This design comes from an exercise in tuning for small area, a short achievable clock period and few clock cycles per item on the open sky130 flow, not from production work.
Function was checked by simulation only, so behaviour that the tests miss may differ from the original.
Power and IR drop assume default switching activity.

--- design/flow/flow/run.sh ---
#!/bin/bash
set -euo pipefail
bash standard.sh "BUFFER_PORTS_ARGS=-buffer_cell sky130_fd_sc_hd__buf_1" finish > flow_make.log 2>&1
--- design/flow/standard.sh ---
#!/bin/bash
# synth_recipe.tcl (not shown) runs the flow's synth.tcl, then flattens the netlist and writes it again
# the make line also repeats each setting of config.mk as NAME=value (left out here)
make -C /OpenROAD-flow-scripts/flow DESIGN_CONFIG=/design/flow/config.mk WORK_HOME=/design/flow/orfs CLKGATE_MAP_FILE= SYNTH_SCRIPT=/design/flow/synth_recipe.tcl "${@:-finish}"
--- design/flow/constraint.sdc ---
create_clock -name core_clock -period 6.5 [get_ports {clk}]
set_input_delay 1.3000 -clock core_clock [delete_from_list [all_inputs] [get_ports {clk}]]
set_output_delay 1.3000 -clock core_clock [all_outputs]
set_load 0.01 [all_outputs]
--- design/flow/config.mk ---
export PLATFORM = sky130hd
export DESIGN_NAME = sw_tile16
export DESIGN_NICKNAME = sw_tile16
export VERILOG_FILES = /design/flow/design.v
export SDC_FILE = /design/flow/constraint.sdc
export NUM_CORES = 4
export LEC_CHECK = 0
export ABC_AREA = 1
export CAP_MARGIN = 20
export CORE_MARGIN = 2
export CORE_UTILIZATION = 55
export CTS_CLUSTER_DIAMETER = 80
export CTS_CLUSTER_SIZE = 20
export PLACE_DENSITY = 0.65
export SETUP_SLACK_MARGIN = 4.0
export SLEW_MARGIN = 20
export TNS_END_PERCENT = 5
--- design/flow/design.v ---
module sw_cell (
    input  wire [7:0] u,
    input  wire [7:0] l,
    input  wire [8:0] dg1,         
    output wire [7:0] val,
    output wire [1:0] arrow
);
    wire gUL, gUD0, gLD0;
    sw_gt8 c0 (.a(u), .b(l),          .y(gUL));
    sw_gt8 c1 (.a(u), .b(dg1[7:0]),   .y(gUD0));
    sw_gt8 c2 (.a(l), .b(dg1[7:0]),   .y(gLD0));
    wire gUD = ~dg1[8] & gUD0;
    wire gLD = ~dg1[8] & gLD0;
    wire selU =  gUL & gUD;
    wire selL = ~gUL & gLD;
    wire [7:0] um1 = u - 8'd1;
    wire [7:0] lm1 = l - 8'd1;
    wire [7:0] dg  = dg1[8] ? 8'd255 : dg1[7:0] - 8'd1;
    assign val = selU ? um1 : (selL ? lm1 : dg);
    wire z = (u[7:1] == 7'd0) & (l[7:1] == 7'd0) & (dg1 == 9'd1);
    assign arrow = z ? 2'b00 : (selU ? 2'b01 : (selL ? 2'b10 : 2'b11));
endmodule
module sw_diag1 (
    input  wire [7:0] d,
    input  wire       m,
    output wire [8:0] dg1
);
    wire [8:0] p3 = {1'b0, d} + 9'd3;
    wire       w  = d[7] & d[6] & d[5] & d[4] & d[3] & d[2] & d[1];   
    assign dg1 = m ? {p3[8] & ~w, p3[7:0]} : {1'b0, d[7:1], d[0] | (d[7:1] == 7'd0)};
endmodule
module sw_gt8 (
    input  wire [7:0] a,
    input  wire [7:0] b,
    output wire       y
);
    wire [7:0] g = a & ~b;
    wire [7:0] l = ~a & b;
    wire [3:0] g1, l1;
    genvar k;
    generate
        for (k = 0; k < 4; k = k + 1) begin : q
            assign g1[k] = g[2*k+1] | (~l[2*k+1] & g[2*k]);
            assign l1[k] = l[2*k+1] | (~g[2*k+1] & l[2*k]);
        end
    endgenerate
    wire g2h = g1[3] | (~l1[3] & g1[2]);
    wire l2h = l1[3] | (~g1[3] & l1[2]);
    wire g2l = g1[1] | (~l1[1] & g1[0]);
    assign y = g2h | (~l2h & g2l);
endmodule
module sw_tile16 (
    input  wire         clk,
    input  wire         rst,
    input  wire         start,
    input  wire [31:0]  seqA,           
    input  wire [31:0]  seqB,           
    input  wire [127:0] firstRow,       
    input  wire [127:0] firstCol,       
    input  wire [7:0]   diagonalCell,   
    output reg          done,
    output wire [7:0]   max_score,
    output wire [3:0]   max_row,
    output wire [3:0]   max_col,
    output wire [511:0] traceback,      
    output wire [127:0] lastRow,        
    output wire [127:0] lastCol         
);
    localparam N = 16;
    reg        busy;
    reg  [4:0] s;
    wire       go = start & ~busy;
    always @(posedge clk) begin
        if (rst) begin
            busy <= 1'b0;
            done <= 1'b0;
            s    <= 5'd0;
        end else if (go) begin
            busy <= 1'b1;
            done <= 1'b0;
            s    <= 5'd0;
        end else if (busy) begin
            s <= s + 5'd1;
            if (s == 5'd31) begin
                busy <= 1'b0;
                done <= 1'b1;
            end
        end
    end
    wire [3:0] nxt = go ? 4'd0 : s[3:0] + 4'd1;
    wire [1:0] bn0 = seqB[{nxt, 1'b0} +: 2];
    reg  [7:0] fru;
    always @(posedge clk) begin
        fru <= firstRow[{nxt, 3'd0} +: 8];
    end
    reg  [N-1:0] act, tvl;
    always @(posedge clk) begin
        if (rst) begin
            act <= {N{1'b0}};
            tvl <= {N{1'b0}};
        end else begin
            act <= {act[N-2:0], go | (act[0] & (s[3:0] != 4'd15))};
            tvl <= act;
        end
    end
    reg  [7:0]  v    [0:N-1];    
    reg  [8:0]  dx1  [0:N-1];    
    reg  [1:0]  b    [0:N-1];    
    reg  [31:0] tb   [0:N-1];
    reg  [7:0]  rm   [0:N-1];    
    reg  [3:0]  rc   [0:N-1];
    wire [N-1:0] win;            
    reg  [3:0]  mrow;
    reg  [127:0] lr;
    wire [7:0]  cval [0:N-1];
    wire [1:0]  carw [0:N-1];
    genvar g;
    generate
        for (g = 0; g < N; g = g + 1) begin : pe
            wire [1:0] a  = seqA[2*g +: 2];
            wire [7:0] up = (g == 0) ? fru : v[(g == 0) ? 0 : g - 1];
            wire [1:0] bc = (g == 0) ? bn0 : b[(g == 0) ? 0 : g - 1];
            sw_cell u_cell (.u(up), .l(v[g]), .dg1(dx1[g]), .val(cval[g]), .arrow(carw[g]));
            wire [7:0] dn = (g == 0) ? (go ? diagonalCell : fru) : v[(g == 0) ? 0 : g - 1];
            wire [1:0] bn = (g == 0) ? bn0 : b[(g == 0) ? 0 : g - 1];
            wire [8:0] dnx1;
            sw_diag1 dgp (.d(dn), .m(a == bn), .dg1(dnx1));
            always @(posedge clk) begin
                dx1[g] <= dnx1;
                b[g]   <= bc;
                v[g] <= ({8{go}} & firstCol[8*g +: 8])
                      | ({8{~go &  act[g]}} & cval[g])
                      | ({8{~go & ~act[g]}} & v[g]);
                if (act[g])
                    tb[g] <= {carw[g], tb[g][31:2]};
            end
            wire       tv  = tvl[g];
            wire       fin = tvl[g] & ~act[g];
            wire [3:0] col = s[3:0] - 4'd1 - g;
            wire [7:0] cm = rm[(g == 0) ? 0 : g - 1];
            wire       gvr, gvc, grc;
            sw_gt8 ct0 (.a(v[g]),  .b(rm[g]), .y(gvr));
            sw_gt8 ct1 (.a(v[g]),  .b(cm),    .y(gvc));
            sw_gt8 ct2 (.a(rm[g]), .b(cm),    .y(grc));
            wire       gt  = tv && (gvr || col == 4'd0);
            wire [7:0] t_v = gt ? v[g] : rm[g];
            wire [3:0] t_c = gt ? col  : rc[g];
            wire       gtc = gt ? gvc : grc;
            wire       keep = (g > 0) && fin && !gtc;
            assign win[g] = fin && !keep;
            always @(posedge clk) begin
                if (keep) begin
                    rm[g] <= rm[(g == 0) ? 0 : g - 1];
                    rc[g] <= rc[(g == 0) ? 0 : g - 1];
                end else begin
                    rm[g] <= t_v;
                    rc[g] <= t_c;
                end
            end
            assign traceback[32*g +: 32] = tb[g];
            assign lastCol[8*g +: 8] = v[g];
        end
    endgenerate
    always @(posedge clk)
        if (busy && s >= 5'd16)
            lr <= {v[N-1], lr[127:8]};
    assign lastRow = lr;
    always @(posedge clk)
        if (|win)
            mrow <= s[3:0];
    assign max_score = rm[N-1];
    assign max_row   = mrow;
    assign max_col   = rc[N-1];
endmodule
==> results.txt, run 1 <==
Max-slew headroom approximately 29%; largest net degree at the start of global routing between 150 and 200; Yosys top cell by area edfxtp_1; Worst R2R Start v[8][2]; Clk Tree Root Cell clkbuf_16; Yosys reg bits ~1200; GR Layer Usage met1 47.3%; final hold vios 0; Peak VDD IR between 0.3 and 0.4 mV; Mapped Cells roughly 7700; Syn Area/Cell ~8 sq um; htree depth 3; sequential area share after synthesis between 50% and 60%; DIE AREA 0.117 sq mm; setup TNS 0 ns; Clk pin slew, worst setup/hold paths 0.09 ns; post-DP HPWL roughly 160000 um; WL per Instance 21.3 um; RSZ-0062 raised after global routing true; vias per cell approximately 5.7; Crit path largest cell delay 0.59 ns; fin. max-slew vios 0; Starting Density 55.2%; YS warnings 13; largest cells by area after synthesis edfxtp_1, nand2_1, dfxtp_1; total wire length ~220000 um; setup slack, reg-to-reg ~3.8 ns; layout cells sized above 1 under 10%; Critical path buffers and inverters 1; total number of vias between 50000 and 60000; Setup Viol. Count Final 0; CTS sink cnt 1170; number of routed nets with antenna violations 0; CP Capture Type output port; I/O Pins roughly 1100; worst path required time about 5.2 ns; Period Utilization, post-route between 40% and 50%; CTS Buffer Depth 3; DR iter-0 viols about 5900; CTS buffer count 75; MaxCap Viol Count 0; first-pass GRT wire length approximately 330000 um; top cells by count, synth nand2_1, inv_1, edfxtp_1; gr busiest metal met2; CTS tree built; R2R depth 11; crit path DAT ~1.5 ns; crit-path max FO 1; vias in the first global route roughly 55000; Startpoint Class flip-flop; Finished Core Util 63.8%; Pleak roughly 31 nW; min cycle time layout around 2.8 ns; count leader, synth nand2_1; # nets final around 9000; Fmax 0.356 GHz; initial antenna violation count 13; DRC 0; worst flop-to-flop path endpoint rm[8][1]; cell family with most CP delay flip-flops; top_reg_cell synth edfxtp_1; Setup CP Type reg2out; CP max stage cell edfxtp_1; Mapped Area between 0.06 and 0.07 sq mm; pin slew with the least headroom to its limit between 1 and 1.5 ns; hold_sp b[8][0]; M2 GR Usage 58.5%; PortBufs around 1100; Setup Skew around 0.024 ns; P&R area growth vs syn 15.5%; GR Layer Usage met3 between 6 and 7%; GP Congestion between 0.9 and 1; Hold EP b[9][0]; Netlist cell types between 60 and 70; die height 342 um; total track usage between 30% and 40%; Mapped Nets 8093; total gr overflow 0; status no timing/DRC/antenna violations; DIE WIDTH 342 um; DR pass1 iterations 6; ys async rst share 0%; crit path cell chain buf_6; pwr dens approximately 300 mW/mm^2; filler cell count roughly 10000; Hold Path Depth 0; Yosys top cell area share approximately 40%; Clock Latency Late Sink 0.70 ns; number of flops mapped to enable cells by yosys between 800 and 900; core area roughly 0.11 sq mm; hold crit path type reg2reg; Row Count around 120
-- flip-flops by register name (all words and copies together), names as in the netlist --
signal	flops
busy	1
act	1
tvl	16
rm	128
tb	512
rc	64
mrow	4
b	30
fru	8
v	128
done	1
s	5
lr	128
dx1	144
-- cell usage in the layout (no fill, tap or decap), types with 130 or more instances in the layout --
master    instances
nand2_1        2076
o21ai_0         549
xor2_1          216
inv_1           865
o21ai_1         130
buf_1          1069
dfxtp_1         203
nand3_1         443
nor2_1          695
o22ai_1         171
a21oi_1         190
edfxtp_1        836
-- logic make-up after synthesis --
| logic type | share of synthesized area [%] |
|---|---|
| flip-flops | 50.5 |
| AO/OA/AOI/OAI | 12.6 |
| AND/OR/NAND/NOR | 23.8 |
| adder cells (fa/ha/maj) | 1.13 |
| XOR/XNOR | 3.66 |
| buffers and inverters | 8.24 |
-- timing repair --
item	CTS	global route
resized for setup	276	207
gates cloned	17	9
hold buffers	0	0
hold endpoints to repair	0	0
setup buffers	23	62
endpoints found under the setup margin	1415	1384
pin swaps	22	10
-- power breakdown --
part	internal, mW	leakage (nW)	total (mW)	switching, mW
Combinational	2.39	19.0	7.01	4.62
Sequential	8.51	10.4	9.52	1.01
Clock	2.42	1.18	5.18	2.75
Total	13.3	30.5	21.7	8.38
-- layout make-up --
type                    count  area (sq um)  area share [%]
multi-input cells        5325         26900            37.1
inverters                 965          3710            5.11
diodes                      6          15.0          0.0207
clock inverters            23           332           0.457
flip-flops and latches   1170         32100            44.2
clock buffers             117          2120            2.92
repair inverters            2          17.5          0.0241
well taps                1512          1890            2.61
repair buffers           1232          5500            7.57
-- metrics by stage --
step           hold WS (ns)  setup slack [ns]  std cells  cell area [sq um]  total power [mW]
2_1_floorplan         0.350              3.75       7705              63000              14.2
3_3_place_gp          0.353              2.20      10100              67800              16.1
3_5_place_dp          0.356              2.14      10100              67800              16.1
4_1_cts               0.367              3.68      10300              71400              21.4
5_1_grt               0.374              3.70      10400              72600              22.8
6_report              0.366              3.69      10400              72600              21.7
-- worst max path at each step --
stage	startpoint	to	slack, ns	cells after the start
after floorplan	busy	lr[0]	3.75	3
after global placement	start	dx1[0][4]	2.20	15
after detailed placement	start	dx1[0][4]	2.14	15
after CTS	rc[15][1]	max_col[1]	3.68	1
after global routing	v[4][7]	lastCol[39]	3.70	1
final	rc[15][1]	max_col[1]	3.69	1
-- metal layers --
metal / vias up / routed length [um]
met4: 6 / 8260
met3: 419 / 20500
met2: 2809 / 103000
met5: - / 35
li1: 27900 / -
met1: 28200 / 88100
Testbench counts, summed over its fixed seeds: cycles 12,672, jobs 384.
==> run 2: changes to the inputs <==
--- a/design/flow/config.mk
+++ b/design/flow/config.mk
@@ -14,3 +14,3 @@
 export PLACE_DENSITY = 0.65
-export SETUP_SLACK_MARGIN = 4.0
+export SETUP_SLACK_MARGIN = 3.75
 export SLEW_MARGIN = 20
==> run 2 against run 1 <==
  * Still clean
  * Clock skew rose by 0.022 ns
  * Worst setup slack got worse by 0.13 ns
  * Die area did not move
  * Core utilization fell by 1.4 points
  * Maximum frequency fell by 4.3%
  * Clock-buffer cell count fell by 8
  * Cell count fell by 0.88%
  * First-iteration DRC count rose by 6.8%
  * Sequential share of layout area rose by 0.73 points
  * Routed wire length fell by 1.8%
  * Area after synthesis did not move
  * Non-clock buffer count fell by 68
  * Largest cell class unchanged
  * Highest routed layer unchanged
==> results.txt, run 2 <==
Setup Skew ~0.046 ns; Setup Viol. Count Final 0; Pleak 29.7 nW; core area roughly 0.11 sq mm; htree depth 3; CTS tree built; GP Congestion roughly 0.98; vias per cell roughly 5.7; Clk Tree Root Cell clkbuf_16; Peak VDD IR between 0.2 and 0.25 mV; vias in the first global route roughly 54000; Yosys top cell by area edfxtp_1; dpl cells 10100; pin slew with the least headroom to its limit 1.07 ns; Hold Path Depth 0; initial antenna violation count 9; hold crit path type reg2reg; total wire length roughly 220000 um; cell family with most CP delay flip-flops; ys async rst share 0%; CP Capture Type output port; post-DP HPWL ~160000 um; setup slack, reg-to-reg approximately 3.7 ns; Yosys top cell area share between 30% and 40%; Finished Core Util between 60% and 70%; DIE WIDTH roughly 340 um; Largest register FFs a little over 500; DRC 0; most frequent cells in the layout nand2_1, buf_1, inv_1; number of flops mapped to enable cells by yosys between 800 and 900; Mapped Nets slightly above 8000; Setup CP Type reg2out; total track usage between 30% and 40%; RSZ-0062 raised after global routing true; Crit path largest cell delay about 0.66 ns; worst path required time roughly 5.2 ns; Worst R2R Start v[15][5]; CTS sink cnt roughly 1200; Syn Area/Cell 8.16 sq um; crit path cell chain buf_1; filler cell count between 10000 and 15000; layout cells sized above 1 under 10%; status no timing/DRC/antenna violations; R2R depth 11; total number of vias approximately 60000; Clk pin slew, worst setup/hold paths roughly 0.08 ns; YS warnings 13; Hold EP b[9][0]; Critical path buffers and inverters 1; largest cells by area after synthesis edfxtp_1, nand2_1, dfxtp_1; largest registers tb x512, dx1 x144; cts-stage hold buffer count 0; top_reg_cell synth edfxtp_1; I/O Pins around 1100; DR iter-0 viols approximately 6300; CTS buffer count 74; min cycle time layout ~2.9 ns; P&R area growth vs syn 12.9%; Clock Latency Late Sink 0.72 ns; CP max stage cell dfxtp_1; MaxCap Viol Count 0; Startpoint Class flip-flop; crit path DAT 1.63 ns; DIE AREA 0.117 sq mm; Row Count 124; Mapped Area ~0.063 sq mm; worst flop-to-flop path endpoint rm[15][1]; Mapped Cells 7705; Starting Density a little under three fifths; crit-path max FO 8; WL per Instance roughly 21 um; Period Utilization, post-route 45.1%; number of routed nets with antenna violations 0; Max-slew headroom 28.6%; total gr overflow 0; Fmax 0.341 GHz; PortBufs 1115; final hold vios 0; hold_sp b[8][0]; commonest non-fill, non-tap cell in the layout nand2_1; Netlist cell types 62; setup TNS 0 ns; die height 342 um; DR pass1 iterations 9; # nets final around 9000; sequential area share after synthesis between 50% and 60%; largest net degree at the start of global routing 162; fin. max-slew vios 0; filler-free cell count of the finished design 10300; pwr dens ~300 mW/mm^2; Yosys reg bits roughly 1200; first-pass GRT wire length around 320000 um; count leader, synth nand2_1; largest reg by FF count tb; CTS Buffer Depth 3; top cells by count, synth nand2_1, inv_1, edfxtp_1
-- run 2: per-layer routing --
layer / part of all wire, % / track usage [%]
met1: 41 / 47.1
met2: 47 / 58.0
met3: 9.1 / 6.36
met4: 3.1 / 10.8
met5: 0.012 / 0
-- run 2: where the power goes --
| group | switching [mW] | total [mW] | internal (mW) |
|---|---|---|---|
| Clock | 2.74 | 5.09 | 2.34 |
| Combinational | 4.44 | 6.66 | 2.22 |
| Sequential | 1.09 | 9.58 | 8.49 |
| Total | 8.27 | 21.3 | 13.1 |
-- run 2: worst max path at each step --
stage                  start           end  slack, ns  cells after the start
floorplan               s[0]      rc[7][0]       3.64                     17
global placement       start     dx1[0][0]       2.13                     15
detailed placement     start     dx1[0][1]       2.06                     15
CTS                 v[12][1]   lastCol[97]       3.53                      1
global route        v[13][4]  lastCol[108]       3.53                      1
finish              v[13][0]  lastCol[104]       3.57                      1
-- run 2: kinds of logic after synthesis --
group,share of synthesized area (%)
adder cells (fa/ha/maj),1.13
flip-flops,50.5
AND/OR/NAND/NOR,23.8
AO/OA/AOI/OAI,12.6
XOR/XNOR,3.66
buffers and inverters,8.24
-- run 2: cell type report --
class / instances / area, sq um / area share (%)
inverters: 965 / 3750 / 5.28
multi-input cells: 5307 / 26400 / 37.2
repair buffers: 1164 / 4600 / 6.47
repair inverters: 1 / 11.3 / 0.0159
diodes: 6 / 15.0 / 0.0211
flip-flops and latches: 1170 / 31900 / 44.9
clock buffers: 109 / 2030 / 2.86
clock inverters: 27 / 384 / 0.541
well taps: 1512 / 1890 / 2.66
-- run 2: stage by stage --
stage	setup slack [ns]	total power [mW]	cell area, sq um	hold slack [ns]
final	3.57	21.3	71000	0.365
after CTS	3.53	21.1	70500	0.365
after global placement	2.13	16.0	67700	0.353
after global routing	3.53	22.5	71000	0.372
after detailed placement	2.06	16.1	67700	0.356
after floorplan	3.64	14.2	62900	0.350
-- run 2: what timing repair did --
| action | CTS | global route |
|---|---|---|
| buffers inserted | 7 | 10 |
| gates cloned | 4 | 4 |
| pin swaps | 5 | 12 |
| endpoints found under the setup margin | 639 | 694 |
| gates resized for setup | 105 | 92 |
==> run 3: changes to the inputs <==
--- a/design/flow/config.mk
+++ b/design/flow/config.mk
@@ -10,6 +10,6 @@
 export CORE_MARGIN = 2
-export CORE_UTILIZATION = 55
+export CORE_UTILIZATION = 62
 export CTS_CLUSTER_DIAMETER = 80
 export CTS_CLUSTER_SIZE = 20
-export PLACE_DENSITY = 0.65
+export PLACE_DENSITY = 0.72
 export SETUP_SLACK_MARGIN = 3.75
==> run 3 against run 2 <==
  * Still clean on timing, DRC and antenna
  * Clock skew down 0.012 ns
  * Design area fell by 0.50%
  * Area after synthesis unchanged
  * Global-route usage up 4.8 points
  * Clock-buffer cell count increased by 8
  * Register-to-register slack lost 0.11 ns
  * Sequential share of layout area is 0.23 points higher
  * Core utilization is 8.1 points higher
  * Non-clock buffer count up 7
  * Sequential power is essentially flat
  * Sequential cell count stayed put
  * Critical endpoint is now traceback[318]
  * Largest power group unchanged
==> results.txt, run 3 <==
Yosys top cell by area edfxtp_1; Largest register FFs between 500 and 600; Max-slew headroom approximately 28%; number of routed nets with antenna violations 0; post-DP HPWL between 150000 and 200000 um; YS warnings 13; Pleak just under 30 nW; total number of vias 60200; Peak VDD IR about 0.32 mV; RSZ-0062 raised after global routing true; largest reg by FF count tb; vias in the first global route about 55000; Yosys reg bits 1170; largest cells by area after synthesis edfxtp_1, nand2_1, dfxtp_1; pin slew with the least headroom to its limit 1.09 ns; Design Power 21.3 mW; DR iter-0 viols just over 7000; Period Utilization, post-route 45.8%; Fmax 0.336 GHz; PortBufs between 1000 and 1500; Clk Tree Root Cell clkbuf_16; commonest non-fill, non-tap cell in the layout nand2_1; hold crit path type reg2reg; MaxCap Viol Count 0; worst path required time between 5 and 6 ns; top cells by count, synth nand2_1, inv_1, edfxtp_1; Crit path largest cell delay about 0.77 ns; crit path DAT roughly 1.7 ns; Row Count about 120; P&R area growth vs syn 12.3%; Mapped Cells approximately 7700; WL per Instance roughly 22 um; cell family with most CP delay flip-flops; CP Capture Type output port; Mapped Area around 0.063 sq mm; number of flops mapped to enable cells by yosys around 840; CTS Buffer Depth 3; Starting Density 62.7%; dpl cells around 10000; Clock Latency Late Sink between 0.7 and 0.8 ns; total wire length 220000 um; DIE WIDTH around 320 um; largest registers tb x512, dx1 x144; largest net degree at the start of global routing 73; DRC 0; Setup Skew roughly 0.034 ns; Syn Area/Cell 8.16 sq um; crit-path max FO 2; Setup Viol. Count Final 0; Finished Core Util ~70%; GP Congestion 0.999; CTS tree built; design area 0.0707 sq mm; pwr dens 301 mW/mm^2; total track usage 40.0%; top_reg_cell synth edfxtp_1; I/O Pins ~1100; Setup CP Type reg2out; Mapped Nets between 8000 and 9000; Setup WS post-layout 3.52 ns; fin. max-slew vios 0; crit path cell chain buf_1; final hold slack between 0.3 and 0.4 ns; htree depth 3; CP max stage cell edfxtp_1; Critical path buffers and inverters 1; status no timing/DRC/antenna violations; final hold vios 0; setup TNS 0 ns; core area between 0.1 and 0.15 sq mm; vias per cell around 6.0; worst slack, placed 2.09 ns; CTS buffer count just over 70; Netlist cell types between 60 and 70; total gr overflow 0; sequential area share after synthesis between 50% and 60%; Yosys top cell area share approximately two fifths; ys async rst share 0%; DR pass1 iterations 6; count leader, synth nand2_1; initial antenna violation count 15; die height approximately 320 um; CTS sink cnt around 1200; DIE AREA roughly 0.10 sq mm; # nets final between 9000 and 10000; layout cells sized above 1 under 10%; most frequent cells in the layout nand2_1, buf_1, inv_1; min cycle time layout around 3.0 ns; Post-Place Cell Area 0.0676 sq mm; Startpoint Class flip-flop; first-pass GRT wire length 321000 um; filler-free cell count of the finished design approximately 10000; Clk pin slew, worst setup/hold paths 0.09 ns
==> run 3: kinds of logic after synthesis <==
| logic type | after synthesis | share of synthesized area [%] |
|---|---|---|
| XOR/XNOR | 263 | 3.66 |
| buffers and inverters | 1234 | 8.24 |
| AO/OA/AOI/OAI | 1368 | 12.6 |
| AND/OR/NAND/NOR | 3613 | 23.8 |
| flip-flops | 1170 | 50.5 |
| adder cells (fa/ha/maj) | 57 | 1.13 |
==> run 3: final timing paths <==
kind / from / endpoint / slack (ns) / cells after the start
worst max-delay path: tb[9][30] / traceback[318] / 3.52 / 1
worst min-delay path: b[6][1] / b[7][1] / 0.36 / 0
worst max register to register: s[0] / rm[12][1] / 3.61 / 16
worst min register to register: b[6][1] / b[7][1] / 0.36 / 0
==> run 3: what timing repair did <==
| item | CTS | global route |
|---|---|---|
| gates cloned | 1 | 5 |
| pin swaps | 2 | 4 |
| hold buffers | 0 | 0 |
| resized for setup | 88 | 103 |
| setup buffers | 7 | 13 |
| setup endpoints to repair | 694 | 692 |
==> run 3: power breakdown <==
group | total, mW | internal [mW] | switching (mW) | leakage (nW)
clock network | 4.86 | 2.24 | 2.62 | 1.06
registers | 9.58 | 8.49 | 1.09 | 10.4
logic | 6.82 | 2.22 | 4.60 | 18.2
==> run 3: cell type report <==
class | count | area [sq um]
sequential | 1170 | 31900
fill | 7988 | 29600
multi-input combinational | 5307 | 26400
timing repair buffer | 1171 | 4660
inverter | 965 | 3720
clock buffer | 117 | 2020
tap | 1357 | 1700
clock inverter | 17 | 211
antenna | 5 | 12.5
==> run 3: routing by layer <==
layer	up-vias	part of all wire, %	GRT usage (%)
li1	27700	-	-
met1	28100	37	50.2
met2	3823	46	64.6
met3	643	12	9.40
met4	12	5.4	20.5
met5	-	0.033	0
==> run 4: changes to the inputs <==
--- a/design/flow/config.mk
+++ b/design/flow/config.mk
@@ -14,3 +14,3 @@
 export PLACE_DENSITY = 0.72
-export SETUP_SLACK_MARGIN = 3.75
+export SETUP_SLACK_MARGIN = 4.0
 export SLEW_MARGIN = 20
==> run 4 against run 3 <==
  * Worst setup slack improved by 0.20 ns
  * Combinational power hardly changed
  * Die area stayed put
  * Routed wire length increased by 0.25%
  * Critical path depth unchanged
  * Register-to-register slack improved by 0.25 ns
  * Sequential power increased by 0.6%
  * Core utilization up 1.0 points
  * Cell count rose by 0.29%
  * First-iteration DRC count increased by 9.5%
  * Via count up 1.0%
==> results.txt, run 4 <==
crit-path max FO 2; Row Count around 120; DIE AREA roughly 0.10 sq mm; core area around 0.1 sq mm; YS warnings 13; sw frac between 30% and 40%; largest cells by area after synthesis edfxtp_1, nand2_1, dfxtp_1; first-pass GRT wire length about 320000 um; Starting Density 62.7%; Setup WS post-layout roughly 3.7 ns; Fmax about 0.36 GHz; PortBufs approximately 1100; worst path required time 5.20 ns; Period Utilization, post-route around 43%; post-DP HPWL roughly 160000 um; GP Congestion 0.975; cell family with most CP delay flip-flops; GR Layer Usage met1 between 50% and 60%; Hold EP b[9][0]; critical path startpoint tb[9][30]; MaxCap Viol Count 0; Setup CP Type reg2out; GR Layer Usage met3 a little under a tenth; largest net degree at the start of global routing roughly 160; final hold vios 0; RSZ-0062 raised after global routing true; die height approximately 320 um; largest reg by FF count tb; DRC 0; worst slack, placed 2.14 ns; Yosys top cell area share 39.9%; crit path cell chain buf_1; filler cell count between 8000 and 9000; area taken by multi-input logic gates 0.0269 sq mm; Critical path buffers and inverters 1; CP max stage cell edfxtp_1; count leader, synth nand2_1; Seq. cell area between 0.03 and 0.04 sq mm; Largest register FFs approximately 510; CP Capture Type output port; top_reg_cell synth edfxtp_1; Hold Path Depth 0; Pint approximately 13 mW; Logic pwr share roughly 32%; DR iter-0 viols between 7000 and 8000; Clock Latency Late Sink approximately 0.70 ns; number of routed nets with antenna violations 0; P&R area growth vs syn 14.0%; Clk Tree Root Cell clkbuf_16; Setup Skew roughly 0.029 ns; min cycle time layout ~2.8 ns; Yosys top cell by area edfxtp_1; setup TNS 0 ns; Syn Area/Cell a little over 8 sq um; worst flop-to-flop path endpoint tb[15][31]; Mapped Cells 7705; layout cells sized above 1 roughly 7.4%; Mapped Nets 8093; vias per cell 6.00; pin slew with the least headroom to its limit 1.02 ns; Netlist cell types 62; Crit path largest cell delay about 0.6 ns; CTS tree built; R2R depth 7; Mapped Area between 0.06 and 0.07 sq mm; fin. max-slew vios 0; htree depth 3; most frequent cells in the layout nand2_1, buf_1, inv_1; Yosys reg bits about 1200; commonest non-fill, non-tap cell in the layout nand2_1; largest registers tb x512, dx1 x144; switching pwr a little over 8 mW; WL per Instance about 22 um; crit path DAT 1.48 ns; # nets final between 9000 and 10000; ys async rst share 0%; DIE WIDTH approximately 320 um; Startpoint Class flip-flop; CTS sink cnt roughly 1200; hold crit path type reg2reg; total gr overflow 0; vias in the first global route 55400; setup slack, reg-to-reg a little under 4 ns; initial antenna violation count 13; CTS Buffer Depth 3; hold_sp b[8][0]; I/O Pins approximately 1100; DR pass1 iterations 10; number of flops mapped to enable cells by yosys about 840; Max-slew headroom 32.3%; Seq pwr share a little under half; top cells by count, synth nand2_1, inv_1, edfxtp_1; Pleak 30.1 nW; sequential area share after synthesis around 50%; total wire length approximately 220000 um; total track usage between 30% and 40%; final hold slack ~0.37 ns; Clk network pwr share between 20 and 25%; status no timing/DRC/antenna violations; Setup Viol. Count Final 0; CTS buffer count 72; total number of vias 60800; Clk pin slew, worst setup/hold paths around 0.090 ns; gr busiest metal met2; Worst R2R Start v[14][3]; Peak VDD IR approximately 0.27 mV; M2 GR Usage between 60% and 70%; pwr dens about 300 mW/mm^2
run 4: changes by cell type in the layout (fill, tap and decap cells not counted), moves of 12 or more:
| cell | change |
|---|---|
| dfxtp_4 | +75 |
| dfxtp_2 | -41 |
| dfxtp_1 | -34 |
| nand2_1 | -30 |
| buf_1 | -27 |
| nand2_2 | +23 |
| buf_2 | +21 |
| nand3_1 | -20 |
| nand3_2 | +20 |
| nand2_4 | +15 |
| nor2_1 | -12 |
run 4: kinds of logic after synthesis:
| logic type | count (synthesis) | share of synthesized area (%) |
|---|---|---|
| buffers and inverters | 1234 | 8.24 |
| adder cells (fa/ha/maj) | 57 | 1.13 |
| AO/OA/AOI/OAI | 1368 | 12.6 |
| flip-flops | 1170 | 50.5 |
| XOR/XNOR | 263 | 3.66 |
| AND/OR/NAND/NOR | 3613 | 23.8 |
run 4: how the worst max path moves through the flow:
stage / slack [ns] / cells after the start / endpoint
2_1_floorplan: 3.75 / 3 / lr[0]
6_report: 3.72 / 1 / traceback[318]
3_5_place_dp: 2.14 / 15 / dx1[0][1]
4_1_cts: 3.74 / 1 / max_row[1]
3_3_place_gp: 2.19 / 15 / dx1[0][0]
5_1_grt: 3.70 / 2 / traceback[510]
run 4: final cells by class:
type	count	area share (%)
antenna	7	0.0244
sequential	1170	44.8
multi-input combinational	5321	37.6
timing repair buffer	1183	6.83
timing repair inverter	3	0.0367
inverter	965	5.19
tap	1357	2.37
clock inverter	21	0.391
clock buffer	111	2.76
run 4: power by group through the flow:
stage	registers (mW)	logic (mW)	clock network, mW
6_report	9.64	6.84	4.90
5_1_grt	9.67	7.56	5.15
4_1_cts	9.56	6.60	4.92
3_5_place_dp	9.69	6.47	0
3_3_place_gp	9.69	6.35	0
2_1_floorplan	9.10	5.10	0
run 4: layer usage:
| layer | up-vias | wire length, um |
|---|---|---|
| li1 | 27800 | - |
| met3 | 689 | 26200 |
| met2 | 3982 | 102000 |
| met5 | - | 38 |
| met4 | 6 | 11700 |
| met1 | 28400 | 80900 |
run 4: per-stage QoR:
stage                     utilization (%)  area, sq um  power, mW  std cells
after floorplan                         -        63000       14.2       7705
after global placement               67.4        67600       16.0       9936
after detailed placement             67.4        67600       16.2       9936
after CTS                            70.8        71000       21.1      10100
after global routing                 71.5        71700       22.4      10100
final                                71.5        71700       21.4      10100
run 4: timing repair:
action	4_1_cts	5_1_grt
setup buffers	28	10
endpoints found under the setup margin	1385	1366
hold buffers	0	0
resized for setup	310	114
cloned	17	8
pin swaps	13	19
==> run 5: changes to the inputs <==
--- a/design/flow/config.mk
+++ b/design/flow/config.mk
@@ -10,6 +10,6 @@
 export CORE_MARGIN = 2
-export CORE_UTILIZATION = 62
+export CORE_UTILIZATION = 66
 export CTS_CLUSTER_DIAMETER = 80
 export CTS_CLUSTER_SIZE = 20
-export PLACE_DENSITY = 0.72
+export PLACE_DENSITY = 0.75
 export SETUP_SLACK_MARGIN = 4.0
==> run 5 against run 4 <==
  * Clock power is essentially flat
  * Routed wire length grew 7.9%
  * Clock-buffer cell count grew 4
  * Sequential cell count is the same
  * Via count grew 3.8%
  * Global-route usage grew 5.7 points
  * Non-clock buffer count grew 44
  * Register-to-register slack lost 0.33 ns
  * Critical endpoint is now tb[13][30]
  * Largest cell class unchanged
  * Highest routed layer unchanged
==> results.txt, run 5 <==
status no timing/DRC/antenna violations; GP Congestion 1.01; core area around 0.095 sq mm; top_reg_cell synth edfxtp_1; Setup CP Type reg2reg; largest reg by FF count tb; filler-free cell count of the finished design approximately 10000; dpl cells between 9000 and 10000; CTS tree built; Yosys top cell area share 39.9%; setup slack, reg-to-reg roughly 3.5 ns; vias per cell around 6.3; CTS Buffer Depth 3; crit-path max FO 10; final hold vios 0; R2R depth 8; hold crit path type reg2reg; number of flops mapped to enable cells by yosys about 840; die height 313 um; Fmax 0.336 GHz; top cells by count, synth nand2_1, inv_1, edfxtp_1; Mapped Area between 0.06 and 0.07 sq mm; DRC 0; commonest non-fill, non-tap cell in the layout nand2_1; Clock Latency Late Sink approximately 0.7 ns; # nets final 9149; worst slack, placed approximately 2.2 ns; pwr dens 302 mW/mm^2; Row Count 113; number of routed nets with antenna violations 0; largest net degree at the start of global routing 74; initial antenna violation count 19; PortBufs 1115; Mapped Cells approximately 7700; CTS sink cnt ~1200; Clk pin slew, worst setup/hold paths about 0.09 ns; DIE AREA roughly 0.098 sq mm; count leader, synth nand2_1; total wire length 238000 um; Finished Core Util around 76%; Clk Tree Root Cell clkbuf_16; Hold Path Depth 0; RSZ-0062 raised after global routing true; Setup WS post-layout about 3.5 ns; total track usage 45.7%; sw frac roughly 40%; Largest register FFs 512; sequential area share after synthesis between 50% and 60%; worst path required time 6.81 ns; Post-Place Cell Area a little under 0.07 sq mm; vias in the first global route approximately 57000; Design Power between 20 and 25 mW; Worst R2R Start v[12][0]; htree depth 3; crit path DAT ~3.3 ns; WL per Instance 23.6 um; Logic pwr share ~33%; DIE WIDTH about 310 um; largest registers tb x512, dx1 x144; DR pass1 iterations 7; Peak VDD IR approximately 0.27 mV; largest cells by area after synthesis edfxtp_1, nand2_1, dfxtp_1; YS warnings 13; min cycle time layout approximately 3.0 ns; design area 0.0719 sq mm; most frequent cells in the layout nand2_1, buf_1, inv_1; Setup Skew 0.0284 ns; Max-slew headroom 19.5%; Yosys reg bits ~1200; CTS buffer count 73; total gr overflow 0; layout cells sized above 1 under 10%; Mapped Nets just over 8000; Setup Viol. Count Final 0; I/O Pins 1116; final hold slack ~0.37 ns; Clk network pwr share a little under a quarter; ys async rst share 0%; Pleak between 30 and 40 nW; Seq pwr share between 40 and 50%; pin slew with the least headroom to its limit approximately 1.2 ns; DR iter-0 viols between 9000 and 10000; total number of vias between 60000 and 70000; Starting Density around 66%; P&R area growth vs syn 14.3%; Startpoint Class flip-flop; fin. max-slew vios 0; first-pass GRT wire length between 300000 and 400000 um; Pint around 13 mW; Yosys top cell by area edfxtp_1; hold_sp b[4][1]; post-DP HPWL 172000 um; setup TNS 0 ns; MaxCap Viol Count 0; worst flop-to-flop path endpoint tb[13][30]; Hold EP b[5][1]; Period Utilization, post-route between 40% and 50%; CP Capture Type flip-flop; Netlist cell types 62; switching pwr roughly 8.6 mW; Syn Area/Cell 8.16 sq um
-- run 5: final cells by class --
cell class	instances	area, sq um
Sequential cell	1170	32000
Multi-Input combinational cell	5320	26900
Fill cell	6848	22900
Tap cell	1265	1580
Clock buffer	115	2050
Inverter	965	3780
Timing Repair Buffer	1227	5240
Timing Repair inverter	4	36.3
Clock inverter	20	198
Antenna cell	11	27.5
-- run 5: timing repair --
action / in CTS / in global routing
pin swaps: 25 / 17
setup buffers: 31 / 50
hold buffers: 0 / 0
resized for setup: 261 / 125
endpoints found under the setup margin: 1381 / 1375
gates cloned: 9 / 15
-- run 5: worst max path at each step --
stage	from	endpoint	slack, ns	cells past startpoint
detailed placement	start	dx1[0][1]	2.17	15
floorplan	busy	lr[0]	3.75	3
CTS	rc[15][0]	max_col[0]	3.66	1
global route	tb[1][17]	traceback[49]	3.60	1
global placement	start	dx1[0][0]	2.25	15
finish	v[12][0]	tb[13][30]	3.53	8
-- run 5: power groups by stage --
stage | Combinational [mW] | Sequential, mW | Clock [mW]
floorplan | 5.10 | 9.10 | 0
global placement | 6.41 | 9.69 | 0
detailed placement | 6.55 | 9.69 | 0
CTS | 6.69 | 9.56 | 4.88
global route | 7.75 | 9.67 | 5.12
finish | 7.09 | 9.65 | 4.93
-- run 5: worst max-delay path, stage by stage (launching register included) --
cell and delay [ns]:
dfxtp_1 0.63, inv_2 0.24, o22ai_1 0.20, inv_1 0.05, o21bai_1 0.14, nand4_1 0.15
nand2_1 0.14, nor2_1 0.11, a21boi_0 0.93
-- run 5: logic make-up after synthesis --
logic type / share of synthesized area (%)
AOI/OAI and AO/OA: 12.6
xor gates and xnor gates: 3.66
adders and majority gates: 1.13
buffers and inverters: 8.24
DFF: 50.5
and+or+nand+nor: 23.8
-- run 5: metal layers --
metal | part of all wire [%] | routed length (um) | GRT usage (%) | vias to the layer above
met3 | 14 | 32600 | 10.3 | 991
met4 | 7.0 | 16700 | 27.3 | 10
li1 | - | - | - | 27900
met1 | 34 | 81000 | 57.6 | 29100
met2 | 45 | 108000 | 72.2 | 5199
met5 | 0.026 | 61 | 0 | -
==> run 6: changes to the inputs <==
--- a/design/flow/config.mk
+++ b/design/flow/config.mk
@@ -10,6 +10,6 @@
 export CORE_MARGIN = 2
-export CORE_UTILIZATION = 66
-export CTS_CLUSTER_DIAMETER = 80
-export CTS_CLUSTER_SIZE = 20
-export PLACE_DENSITY = 0.75
+export CORE_UTILIZATION = 62
+export CTS_CLUSTER_DIAMETER = 90
+export CTS_CLUSTER_SIZE = 25
+export PLACE_DENSITY = 0.72
 export SETUP_SLACK_MARGIN = 4.0
==> run 6 against run 5 <==
  * Still clean
  * Sequential cell count is the same
  * Routed wire length shrank 8.1%
  * Hold slack lost 0.0011 ns
  * Worst setup slack gained 0.16 ns
  * Sequential share of layout area grew 0.30 points
  * Clock skew grew 0.0011 ns
  * Design area shrank 0.14%
  * Die area grew 6.4%
  * Area after synthesis is the same
  * Critical path type is now reg2out
  * Critical endpoint is now max_row[1]
==> results.txt, run 6 <==
Mapped Nets 8093; # nets final between 9000 and 10000; Setup CP Type reg2out; Clk pin slew, worst setup/hold paths 0.11 ns; Fmax approximately 0.36 GHz; Startpoint Class flip-flop; largest registers tb x512, dx1 x144; status no timing/DRC/antenna violations; largest net degree at the start of global routing between 150 and 200; adder-cell share of the synthesized area 1.13%; DIE AREA 0.104 sq mm; largest reg by FF count tb; die height 323 um; vias in the first global route 54700; Row Count roughly 120; number of flops mapped to enable cells by yosys approximately 840; GP Congestion approximately 1; DIE WIDTH about 320 um; Clock Latency Late Sink 0.74 ns; Critical path buffers and inverters 1; pwr dens a little under 300 mW/mm^2; Mapped Cells approximately 7700; YS warnings 13; worst slack, placed around 2.1 ns; layout cells sized above 1 under 10%; Setup Viol. Count Final 0; DR iter-0 viols ~8000; area taken by multi-input logic gates 0.0272 sq mm; Simple-Gate Fraction of Synth Area a little under a quarter; CTS Buffer Depth 3; I/O Pins approximately 1100; Peak VDD IR 0.291 mV; CP Capture Type output port; dpl cells just under 10000; Hold Path Depth 0; number of routed nets with antenna violations 0; min cycle time layout roughly 2.8 ns; Setup Skew 0.0295 ns; cell family with most CP delay flip-flops; total number of vias 60400; R2R depth 18; total track usage 39.4%; hold crit path type reg2reg; Largest register FFs between 500 and 600; largest cells by area after synthesis edfxtp_1, nand2_1, dfxtp_1; Yosys top cell by area edfxtp_1; top_reg_cell synth edfxtp_1; Hold EP b[5][0]; count leader, synth nand2_1; CTS tree built; worst flop-to-flop path endpoint mrow[2]; crit path DAT 1.51 ns; core area between 0.1 and 0.15 sq mm; Netlist cell types between 60 and 70; Synth Area in Compound Gates between 10% and 20%; commonest non-fill, non-tap cell in the layout nand2_1; sequential area share after synthesis 50.5%; Setup WS post-layout between 3 and 4 ns; Worst R2R Start s[0]; setup TNS 0 ns; most frequent cells in the layout nand2_1, buf_1, inv_1; pin slew with the least headroom to its limit a little over 1 ns; P&R area growth vs syn 14.1%; DRC 0; final hold vios 0; hold_sp b[4][0]; worst path required time roughly 5.2 ns; WL per Instance 21.6 um; Mapped Area between 0.06 and 0.07 sq mm; Yosys reg bits between 1000 and 1500; Design Power 20.8 mW; filler-free cell count of the finished design 10100; ys async rst share 0%; post-synthesis mux area share 0%; setup slack, reg-to-reg ~3.8 ns; total gr overflow 0; filler cell count roughly 8000; fin. max-slew vios 0; crit path cell chain clkbuf_2; first-pass GRT wire length ~320000 um; total wire length 219000 um; top cells by count, synth nand2_1, inv_1, edfxtp_1; Starting Density 62.7%; RSZ-0062 raised after global routing true; Crit path largest cell delay a little under 0.6 ns; initial antenna violation count 14; CTS buffer count 57; Syn Area/Cell about 8.2 sq um; Clk Tree Root Cell clkbuf_16; CTS sink cnt 1170; DR pass1 iterations 8; Max-slew headroom 32.0%; htree depth 2; Yosys top cell area share 39.9%; post-DP HPWL roughly 160000 um; CP max stage cell edfxtp_1; Period Utilization, post-route between 40% and 50%; PortBufs around 1100; Pleak around 30 nW; Seq. cell area between 0.03 and 0.04 sq mm; vias per cell between 5 and 6; MaxCap Viol Count 0; crit-path max FO 1; xor/xnor share of the synthesized area 3.66%; main combinational cell family by area after synthesis simple AND/OR/NAND/NOR gates
==> run 6: report_power, final <==
| part | leakage (nW) | internal [mW] | total (mW) | switching [mW] |
|---|---|---|---|---|
| logic | 18.8 | 2.28 | 6.88 | 4.61 |
| registers | 10.4 | 8.52 | 9.63 | 1.12 |
| clock network | 0.856 | 1.77 | 4.30 | 2.53 |
| total | 30.1 | 12.6 | 20.8 | 8.25 |
==> run 6: cells by family (layout without fill, tap and decap cells) <==
logic type               Yosys count  count (layout)
AND/OR/NAND/NOR                 3613            3635
adder cells (fa/ha/maj)           57              57
other                              0              10
XOR/XNOR                         263             263
AO/OA/AOI/OAI                   1368            1368
buffers and inverters           1234            2279
flip-flops                      1170            1170
==> run 6: what timing repair did <==
item,CTS,global route
resized for setup,278,215
setup buffers,25,36
endpoints found under the setup margin,1397,1359
hold endpoints to repair,0,0
pin swaps,12,43
hold buffers,0,0
gates cloned,8,16
==> run 6: metrics by stage <==
step	cell area, sq um	hold WS [ns]	util (%)
2_1_floorplan	63000	0.350	-
3_3_place_gp	67600	0.353	67.4
3_5_place_dp	67600	0.356	67.4
4_1_cts	70300	0.366	70.1
5_1_grt	71800	0.377	71.5
6_report	71800	0.367	71.6
==> run 6: worst max-delay path by stage <==
stage            endpoint  slack [ns]  cells past startpoint  startpoint
6_report       max_row[1]        3.69                      1     mrow[1]
5_1_grt         rc[15][2]        3.68                     15        s[0]
2_1_floorplan       lr[0]        3.75                      3        busy
3_5_place_dp    dx1[0][1]        2.14                     15       start
3_3_place_gp    dx1[0][0]        2.19                     15       start
4_1_cts        max_row[1]        3.69                      1     mrow[1]
==> run 6: final cells by class <==
cell class / instances / area share [%]
Sequential cell: 1170 / 44.8
Multi-Input combinational cell: 5323 / 37.9
Timing Repair Buffer: 1205 / 7.15
Inverter: 965 / 5.24
Tap cell: 1357 / 2.37
Clock buffer: 91 / 2.18
Clock inverter: 17 / 0.309
Antenna cell: 10 / 0.0349
Timing Repair inverter: 1 / 0.0157
==> run 6: routing by layer <==
layer | vias up | wire [um] | global-route usage (%)
met2 | 3758 | 102000 | 64.2
met3 | 610 | 24800 | 8.31
li1 | 27800 | - | -
met1 | 28300 | 81400 | 50.9
met5 | - | 73 | 0
met4 | 10 | 10300 | 17.1

what the ideal ports hide:
In the flow no input, the clock included, has a driving cell. The finished layouts below were timed again as built, in two steps. Step 1, drivers: a clkbuf_16 drives clk and a buf_2 each remaining input, both assumed. Step 2, shift: input delay + t, output delay - t, t = (earliest + latest rising clock arrival at the registers) / 2. This alone moves slack from input paths to output paths. Slacks: ideal ports / drivers / drivers and shift; pairs: ideal ports / drivers.
| run | t, ns | setup WS [ns] | worst setup path after step 2 |
|---|---|---|---|
| run 1 | 0.767 | 3.694 / 3.618 / 3.007 | input to register |
| run 2 | 0.766 | 3.567 / 3.496 / 2.955 | input to register |
| run 3 | 0.766 | 3.524 / 3.447 / 2.929 | input to register |
| run 4 | 0.756 | 3.725 / 3.651 / 3.076 | input to register |
| run 5 | 0.760 | 3.526 / 3.478 / 3.377 | input to register |
| run 6 | 0.796 | 3.685 / 3.613 / 2.922 | input to register |
After both steps every run listed still meets setup and hold. For run 6, which loses most, drivers alone change the setup slack by -0.072 ns; drivers and shift together by -0.763 ns.
